This design comes from an exercise in tuning for small area and a short achievable clock period on the open sky130 flow, not from production work. Where RTL was checked, it was by simulation tests only, not by an equivalence proof against the original. No functional check of the RTL was part of run 1. Power is estimated from default activity; no workload was simulated.

## flow/design.v (module list and top-level ports; edited modules follow where they fit)
// module reflex_core: 1643 lines
// module rc_fa: 4 lines
// module rc_ha: 4 lines
// module rc_pp: 3 lines
module reflex_core (
    input wire clk,
    input wire rst_n,
    input wire signed [15:0] z_pos,
    input wire signed [15:0] z_vel,
    input wire signed [15:0] kp_gain,
    input wire signed [15:0] kd_gain,
    input wire signed [15:0] vel_threshold,
    output wire signed [15:0] u_out,
    output reg guardian_active
);
  // ...
==> flow/flow/run.sh <==
#!/bin/bash
set -o pipefail
export BUFFER_PORTS_ARGS="-buffer_cell sky130_fd_sc_hd__buf_1"
bash standard.sh > standard.log 2>&1
status=$?
tail -n 40 standard.log
exit $status
==> flow/standard.sh <==
#!/bin/bash
# synth_recipe.tcl (not shown) runs the flow's synth.tcl, then flattens the netlist and writes it again
# the make line also repeats each setting of config.mk as NAME=value (left out here)
make -C /OpenROAD-flow-scripts/flow DESIGN_CONFIG=/design/flow/config.mk WORK_HOME=/design/flow/orfs CLKGATE_MAP_FILE= SYNTH_SCRIPT=/design/flow/synth_recipe.tcl "${@:-finish}"
==> flow/config.mk <==
export PLATFORM = sky130hd
export DESIGN_NAME = reflex_core
export DESIGN_NICKNAME = reflex_core
export VERILOG_FILES = /design/flow/design.v
export SDC_FILE = /design/flow/constraint.sdc
export NUM_CORES = 4
export LEC_CHECK = 0
export CAP_MARGIN = 20
export CORE_MARGIN = 2
export CORE_UTILIZATION = 40
export SETUP_SLACK_MARGIN = 3.5
export SLEW_MARGIN = 20
export SYNTH_HIERARCHICAL = 1
==> flow/constraint.sdc <==
create_clock -name core_clock -period 8.0 [get_ports {clk}]
set_input_delay 1.6000 -clock core_clock [delete_from_list [all_inputs] [get_ports {clk}]]
set_output_delay 1.6000 -clock core_clock [all_outputs]
set_load 0.01 [all_outputs]
==> flow_summary.yaml, run 1 <==
yosys:
  synthSimpleGateAreaFrac_pct: 5.13
  synthMuxAreaShare_pct: 0.986
  syn_nets: 1903
  synth_compound_gate_area_share_pct: 16.2
  yosys.area.top_type: "fa_1"
  synth_top_cell_area_share_pct: 30.8
pwr:
  vdd_drop_max_uv: 258
  power_switching_mw: 3.70
  powerClk_mw: 0.797
  p_per_area_mw_per_mm2: 463
  p_leak_nw: 6.60
  powerSeq_mw: 1.39
setup_path:
  endpoint: "u_out[13]"
  timing.rr.start: "zp[2]$_DFF_P_"
  required_ps: 6400
  crit_start: "cs[54]$_DFF_P_"
  path_depth: 13
finish:
  seq_cells: 139
  buf_share_pct: 2.93
  nFillCells: 3623
  final_common_cell: "xnor2_1"
  nNetsFinal: 1965
cts:
  post_cts_buffers: 4
  cts_buffer_depth: 2
  cts_sinks: 139
  holdBufCountCts: 0
sta:
  worst_slack_ps: 3310
  rsz0062_at_grt: "true"
  setup_viol: 0
hold_path:
  hp-start: "vld_a$_DFF_PN0_"
floorplanning:
  core_area_mm2: 0.0378
placement:
  place_area_mm2: 0.0162
  pre_cts_ws_ps: 3320
global_route:
  antenna_found_initial: 0
routing:
  drt_iter0_drc: 924
outcome:
  outcome: "finished clean"
==> run 2, diff against run 1 <==
--- a/flow/design.v
+++ b/flow/design.v
@@ -4,19 +4,19 @@
     input wire signed [15:0] z_pos,
     input wire signed [15:0] z_vel,
     input wire signed [15:0] kp_gain,
     input wire signed [15:0] kd_gain,
     input wire signed [15:0] vel_threshold,
     output wire signed [15:0] u_out,
     output reg guardian_active
 );
-    wire [16:0] g_dif = {vel_threshold[15], vel_threshold} - {z_vel[15], z_vel};
-    wire [16:0] g_sum = {z_vel[15], z_vel} + {vel_threshold[15], vel_threshold};
-    wire g = g_dif[16] | (g_sum[16] & ~(vel_threshold == 16'h8000));
+    wire [15:0] g_zx = z_vel ^ {16{z_vel[15]}};
+    wire [16:0] g_cmp = {1'b0, g_zx} + {1'b0, ~vel_threshold} + {16'd0, z_vel[15]};
+    wire g = vel_threshold[15] ? ~((vel_threshold == 16'h8000) & (z_vel == 16'h8000)) : g_cmp[16];
     wire [7:0] bp_one_d, bp_two_d, bp_ngn_d;
     wire [7:0] bd_one_d, bd_two_d, bd_ngn_d;
     assign bp_one_d[0] = ~(kp_gain[0] ^ 1'b0);
     assign bp_two_d[0] = ~((kp_gain[1] & ~kp_gain[0] & ~1'b0) | (~kp_gain[1] & kp_gain[0] & 1'b0));
     assign bp_ngn_d[0] = ~kp_gain[1] & (kp_gain[0] | 1'b0);
     assign bp_one_d[1] = ~(kp_gain[2] ^ kp_gain[1]);
     assign bp_two_d[1] = ~((kp_gain[3] & ~kp_gain[2] & ~kp_gain[1]) | (~kp_gain[3] & kp_gain[2] & kp_gain[1]));
     assign bp_ngn_d[1] = ~kp_gain[3] & (kp_gain[2] | kp_gain[1]);
==> flow/config.mk (replaced) <==
export PLATFORM = sky130hd
export DESIGN_NAME = reflex_core
export DESIGN_NICKNAME = reflex_core
export VERILOG_FILES = /design/flow/design.v
export SDC_FILE = /design/flow/constraint.sdc
export NUM_CORES = 4
export LEC_CHECK = 0
export CAP_MARGIN = 20
export CORE_MARGIN = 2
export CORE_UTILIZATION = 40
export CTS_BUF_LIST = sky130_fd_sc_hd__clkbuf_8
export SETUP_SLACK_MARGIN = 3.5
export SLEW_MARGIN = 20
export SYNTH_HIERARCHICAL = 1
==> run 2 against run 1 <==
Sequential power about the same. Via count down 1.0%. Clock skew up 3.9 ps. Die area down 1.4%. Combinational power down 5.5%. Clock power down 28%. Global-route usage down 1.0 points. Total power down 7.0%. Flip-flop and latch count unchanged.
==> flow_summary.yaml, run 2 <==
pwr:
  p_per_area_mw_per_mm2: 441
  vdd_drop_max_uv: 287
  p_leak_nw: 6.31
  p_total_mw: 7.29
global_route:
  grt_first_pass_wirelength_um: 67900
  grt_max_degree: 20
  grt_usage_pct: 22.8
  grt_pass1_vias: 11697
  antenna_found_initial: 0
  grt_overflow: 0
cts:
  cts.clk_slew.worst_paths_ps: 90
  cts_tree: "done"
  htreeDepth: 4
  holdBufCountCts: 0
  cts_buffer_depth: 2
  root_buffer: "clkbuf_8"
  cts_made_buffers: 17
  worst_skew_pair.late_latency_ps: 490
  cts_sinks: 139
finish:
  final_core_util_pct: 44.1
  nFillCells: 3667
  top_regs: "cs: 55 flops, zv: 17 flops, zp: 16 flops"
  nNetsFinal: 1916
  most-common-layout-cells: "xnor2_1, o22ai_1, fa_1"
  final_common_cell: "xnor2_1"
  areaGrowthSynthToFinish_pct: 9.35
  antenna_cells: 0
  largest-register: "cs"
  drive_gt1_share_pct: 7.94
  largest_reg_flops: 55
setup_path:
  crit_buf_inv: 1
  crit_family: "simple AND/OR/NAND/NOR gates"
  end_kind: "output pin"
  crit_path_frequent_cell: "ha_4"
  cp_slowest_stage_delay_ps: 350
  arrival_ps: 2880
  required_ps: 6400
  cp_cell_sequence: "ha_4 > or2_4 > ha_4 > or3_4 > o21ai_2 > o211ai_1 > o21bai_4 > and2_4 > and3_1 > buf_2"
  cp_max_fo: 8
  slowest_stage: "or3_4"
  startpoint_type: "register"
  crit_type: "register to output pin"
sta:
  slew_violations: 0
  skew_ps: 17.3
  max_freq_mhz: 223
  relSlewSlack_pct: 52.6
  rsz0062_at_grt: "true"
  report.final.hold_viol_count: 0
  period_needed_ps: 4480
  setup_viol: 0
  hold_slack_ps: 357
  tightest_slew_ps: 710
  worst_slack_ps: 3520
  finalSetupTns_ps: 0
  finalCritPeriodShare_pct: 56.0
hold_path:
  hp-class: "register to register"
yosys:
  synth_top_cell_area_share_pct: 31.2
  synth.distinct_cells: 52
  synthArstFlopShare_pct: 2.16
  yosysMostFrequentCell: "xnor2_1"
  syn_avg_cell_area_um2: 10.4
  ys_top_cells_by_count: "xnor2_1, o22ai_1, fa_1"
  ys_warn_count: 7
  syn_nets: 1860
  synthCells: 1455
  synthesis.area_mm2: 0.0151
  yosys.area.top_type: "fa_1"
  ys_seq_area_share_pct: 18.5
  synth_edf_count: 0
  synth.top_cells.by_area: "fa_1, dfxtp_1, xnor2_1"
  yosys_register_bits: 139
  synth_ff_type: "dfxtp_1"
placement:
  io_buffers: 98
  dp_hpwl_um: 36400
  gp_congestion: 0.952
  pre_cts_ws_ps: 3030
outcome:
  outcome: "finished clean"
floorplanning:
  core_area_mm2: 0.0375
  die_h_um: 198
  start_util_pct: 40.4
  die_area_mm2: 0.0394
  top_level_ports: 99
  row_count: 71
  chipWidth_um: 198
routing:
  vias_per_cell: 5.68
  wl_per_cell_um: 21.2
  vias: 11565
  dr.pass1.iters: 7
  ant_nets: 0
  drt_iter0_drc: 870
  totalWireLength_um: 43100
  drc: 0
job:
  maxCapViolations: 0
==> run 2: cell count changes in the layout (fill, tap and decap cells not counted), moves of 6 or more <==
cell       previous run  this run
clkbuf_16            17         0
nand2_1              24        17
nor2_1               52        45
ha_1                100        84
xor2_1               15        24
o21ai_0              17        11
mux2_2                1        14
clkbuf_8              3        18
mux2i_1              14         0
==> run 2: layout make-up <==
class                      count  area [µm²]  share of cell area [%]
timing repair buffer         108         480                    2.90
inverter                      95         357                    2.16
sequential                   139        2830                    17.1
clock buffer                  18         248                    1.50
multi-input combinational   1150       11900                    71.6
clock inverter                14         136                   0.824
tap                          511         639                    3.86
==> run 2: cells by family after synthesis <==
| logic type | count (synthesis) | synth area share (%) |
|---|---|---|
| multiplexers | 14 | 1.04 |
| AO/OA/AOI/OAI | 375 | 16.0 |
| XOR/XNOR | 294 | 17.0 |
| other | 1 | 0.0248 |
| adder cells (fa/ha/maj) | 323 | 38.4 |
| buffers and inverters | 167 | 4.25 |
| flip-flops | 139 | 18.5 |
| AND/OR/NAND/NOR | 142 | 4.74 |
==> run 2: final timing paths <==
kind	start	slack [ps]	endpoint	depth (start not counted)
max reg2reg	zp[8]$_DFF_P_	3610	cs[16]$_DFF_P_	9
max in group asynchronous	rst_n	6840	vld_a$_DFF_PN0_	1
min reg2reg	vld_a$_DFF_PN0_	360	vld_b$_DFF_PN0_	0
max	cs[0]$_DFF_P_	3520	u_out[0]	10
min in group asynchronous	rst_n	940	guardian_active$_DFF_PN0_	1
min	vld_a$_DFF_PN0_	360	vld_b$_DFF_PN0_	0
==> run 2: where the power goes <==
| part | internal [mW] | total (mW) | switching [mW] | leakage (nW) |
|---|---|---|---|---|
| clock network | 0.260 | 0.575 | 0.314 | 0.197 |
| registers | 1.05 | 1.38 | 0.329 | 1.18 |
| logic | 2.53 | 5.34 | 2.81 | 4.94 |
| total | 3.84 | 7.29 | 3.45 | 6.31 |
==> run 2: repair_timing <==
item	in CTS	in global routing
pin swaps	6	8
buffers inserted	4	0
setup endpoints to repair	31	32
endpoints found under the hold margin	0	0
cloned	1	0
resized for setup	59	21
==> run 2: metal layers <==
metal | global-route usage (%) | vias to the layer above | part of all wire [%]
li1 | - | 5240 | -
met4 | 6.44 | 0 | 2.1
met1 | 31.3 | 5781 | 45
met2 | 36.0 | 480 | 45
met3 | 5.29 | 64 | 8.5
met5 | 0 | - | 0
==> run 2: worst reg2reg max path, stage by stage (launching register included) <==
cell	delay, ps
dfxtp_1	770
xnor2_1	240
o22ai_1	150
fa_1	480
fa_1	590
fa_1	450
fa_1	400
fa_1	500
fa_1	410
ha_1	280
==> run 2: through the flow <==
stage / std cells / area, µm²
global placement: 1998 / 15900
global route: 2035 / 16500
CTS: 2035 / 16500
detailed placement: 1998 / 15900
finish: 2035 / 16500
floorplan: 1455 / 15100
==> run 2: modules after synthesis (local to each module, per instance) <==
| module | times used | area (µm²) | cells | flip-flops and latches |
|---|---|---|---|---|
| rc_ha | 16 | 12.5 | 1 | 0 |
| rc_fa | 232 | 20.0 | 1 | 0 |
| rc_pp | 264 | 6.26 | 1 | 0 |
| reflex_core | 1 | 8630 | 943 | 139 |
==> run 3, diff against run 2 <==
--- a/flow/config.mk
+++ b/flow/config.mk
@@ -10,3 +10,2 @@
 export CORE_UTILIZATION = 40
-export CTS_BUF_LIST = sky130_fd_sc_hd__clkbuf_8
 export SETUP_SLACK_MARGIN = 3.5
==> run 3 against run 2 <==
Core utilization grew 0.32 points. First-iteration DRC count is 1.0% lower. Register-to-register slack about the same. Die area unchanged. Clock power rose by 36%. Cell area increased by 0.73%. Critical path type unchanged. Critical endpoint is now u_out[12]. Highest routed layer unchanged.
==> flow_summary.yaml, run 3 <==
outcome:
  outcome: "finished clean"
yosys:
  yosysMostFrequentCell: "xnor2_1"
  synth_ff_type: "dfxtp_1"
  synthesis.area_mm2: 0.0151
  synth.top_cells.by_area: "fa_1, dfxtp_1, xnor2_1"
  ys_seq_area_share_pct: 18.5
  synth_edf_count: 0
  yosys.area.top_type: "fa_1"
  syn_avg_cell_area_um2: 10.4
  syn_nets: 1860
  ys_warn_count: 7
  synth.distinct_cells: 52
  ys_top_cells_by_count: "xnor2_1, o22ai_1, fa_1"
  synth_top_cell_area_share_pct: 31.2
  synthCells: 1455
  synthArstFlopShare_pct: 2.16
  yosys_register_bits: 139
global_route:
  grt_usage_pct: 22.6
  antenna_found_initial: 0
  grt_overflow: 0
  grt_pass1_vias: 11791
  grt_max_degree: 20
  grt_first_pass_wirelength_um: 67900
hold_path:
  hp-class: "register to register"
setup_path:
  end_kind: "output pin"
  slowest_stage: "a2111oi_4"
  crit_type: "register to output pin"
  cp_slowest_stage_delay_ps: 450
  startpoint_type: "register"
  cp_cell_sequence: "nor4_2 > o21ai_1 > a2111oi_4 > o211ai_1 > o21bai_4 > or2b_4 > o211a_1 > buf_1"
  required_ps: 6400
  crit_family: "compound AO/OA/AOI/OAI gates"
  cp_max_fo: 8
  arrival_ps: 2800
  crit_buf_inv: 1
finish:
  areaGrowthSynthToFinish_pct: 10.2
  drive_gt1_share_pct: 7.03
  top_regs: "cs: 55 flops, zv: 17 flops, zp: 16 flops"
  nNetsFinal: 1913
  most-common-layout-cells: "xnor2_1, o22ai_1, fa_1"
  antenna_cells: 0
  final_common_cell: "xnor2_1"
  largest_reg_flops: 55
  largest-register: "cs"
pwr:
  vdd_drop_max_uv: 270
  p_per_area_mw_per_mm2: 445
  p_leak_nw: 6.36
sta:
  period_needed_ps: 4400
  relSlewSlack_pct: 52.2
  hold_slack_ps: 350
  finalCritPeriodShare_pct: 55.0
  worst_slack_ps: 3600
  report.final.hold_viol_count: 0
  slew_violations: 0
  max_freq_mhz: 227
  tightest_slew_ps: 716
  rsz0062_at_grt: "true"
  skew_ps: 12.7
  finalSetupTns_ps: 0
  setup_viol: 0
cts:
  cts_tree: "done"
  worst_skew_pair.late_latency_ps: 440
  cts.clk_slew.worst_paths_ps: 60
  cts_sinks: 139
  holdBufCountCts: 0
  cts_buffer_depth: 2
  cts_made_buffers: 17
  root_buffer: "clkbuf_16"
  htreeDepth: 4
placement:
  io_buffers: 98
  dp_hpwl_um: 36400
  pre_cts_ws_ps: 3030
  gp_congestion: 0.952
routing:
  drt_iter0_drc: 861
  dr.pass1.iters: 7
  drc: 0
  vias: 11510
  wl_per_cell_um: 21.2
  ant_nets: 0
  vias_per_cell: 5.66
  totalWireLength_um: 43000
floorplanning:
  row_count: 71
  top_level_ports: 99
  core_area_mm2: 0.0375
  die_h_um: 198
  die_area_mm2: 0.0394
  start_util_pct: 40.4
  chipWidth_um: 198
job:
  maxCapViolations: 0
[run 3: cell counts after synthesis]
Identical to the previous run, type by type.
[run 3: per-layer routing]
| layer | up-vias | part of all wire, % | track usage [%] |
|---|---|---|---|
| met4 | 0 | 2.4 | 6.97 |
| met5 | - | 0 | 0 |
| met2 | 429 | 45 | 35.5 |
| met3 | 67 | 8.5 | 5.39 |
| li1 | 5243 | - | - |
| met1 | 5771 | 45 | 31.0 |
[run 3: path summary, 6_finish.rpt]
| check | startpoint | end | slack, ps | depth (start not counted) |
|---|---|---|---|---|
| max in group asynchronous | rst_n | vld_a$_DFF_PN0_ | 6790 | 1 |
| worst min register to register | vld_a$_DFF_PN0_ | vld_b$_DFF_PN0_ | 350 | 0 |
| worst max-delay path | cs[25]$_DFF_P_ | u_out[12] | 3600 | 8 |
| worst min-delay path | vld_a$_DFF_PN0_ | vld_b$_DFF_PN0_ | 350 | 0 |
| min in group asynchronous | rst_n | guardian_active$_DFF_PN0_ | 1000 | 1 |
| worst max register to register | zp[8]$_DFF_P_ | cs[16]$_DFF_P_ | 3610 | 9 |
[run 3: area by class of cell]
type                            count  area [µm²]
Clock buffer                       19         443
Inverter                           95         357
Timing Repair Buffer              105         442
Sequential cell                   139        2820
Clock inverter                     13         133
Fill cell                        3648       20800
Tap cell                          511         639
Multi-Input combinational cell   1150       11800
[run 3: cell families after synthesis]
group	count (synthesis)	synth area share [%]
other	1	0.0248
flip-flops	139	18.5
AND/OR/NAND/NOR	142	4.74
adder cells (fa/ha/maj)	323	38.4
XOR/XNOR	294	17.0
AO/OA/AOI/OAI	375	16.0
buffers and inverters	167	4.25
multiplexers	14	1.04
[run 3: repair_timing]
item | CTS | global route
setup buffers | 1 | 0
resized for setup | 38 | 24
cloned | 1 | 0
pin swaps | 5 | 11
endpoints found under the setup margin | 30 | 30
[run 3: where the power goes]
group | total [mW] | switching (mW) | internal, mW
Sequential | 1.38 | 0.334 | 1.05
Clock | 0.782 | 0.338 | 0.444
Combinational | 5.26 | 2.76 | 2.49
[run 3: metrics by stage]
step	area (µm²)	power [mW]	instances	utilization, %
after floorplan	15100	4.99	1455	-
after global placement	15900	6.42	1998	42.4
after detailed placement	15900	6.57	1998	42.4
after CTS	16600	7.47	2032	44.3
after global routing	16700	8.45	2032	44.5
final	16700	7.42	2032	44.5
[run 3: Yosys stat by module, one instance, submodules excluded]
module / copies in the design / cell area (µm²)
reflex_core: 1 / 8630
rc_fa: 232 / 20.0
rc_ha: 16 / 12.5
rc_pp: 264 / 6.26

## separate check: timing with driven ports
The flow's constraints put no driver on any port. The routed layouts listed below were extracted and timed again, unchanged, in two steps. Step 1: set_driving_cell puts a clkbuf_16 on clk and a buf_2 on each other input, an assumption about the parent block. Step 2 times the ports against the registers' clock, not the clock port: input delays grow and output delays shrink by t, the midpoint of the rising clock arrivals with the driver on. Slacks: ideal / step 1 / step 2; pairs: ideal / step 1.
| run | t (ns) | setup WS [ns] | cell pins on the clock port's net |
|---|---|---|---|
| run 1 | 0.487 | 3.309 / 3.261 / 3.602 | 1 |
| run 2 | 0.528 | 3.523 / 3.477 / 3.612 | 1 |
| run 3 | 0.482 | 3.597 / 3.549 / 3.614 | 1 |
After both steps setup and hold are still met in every run listed.
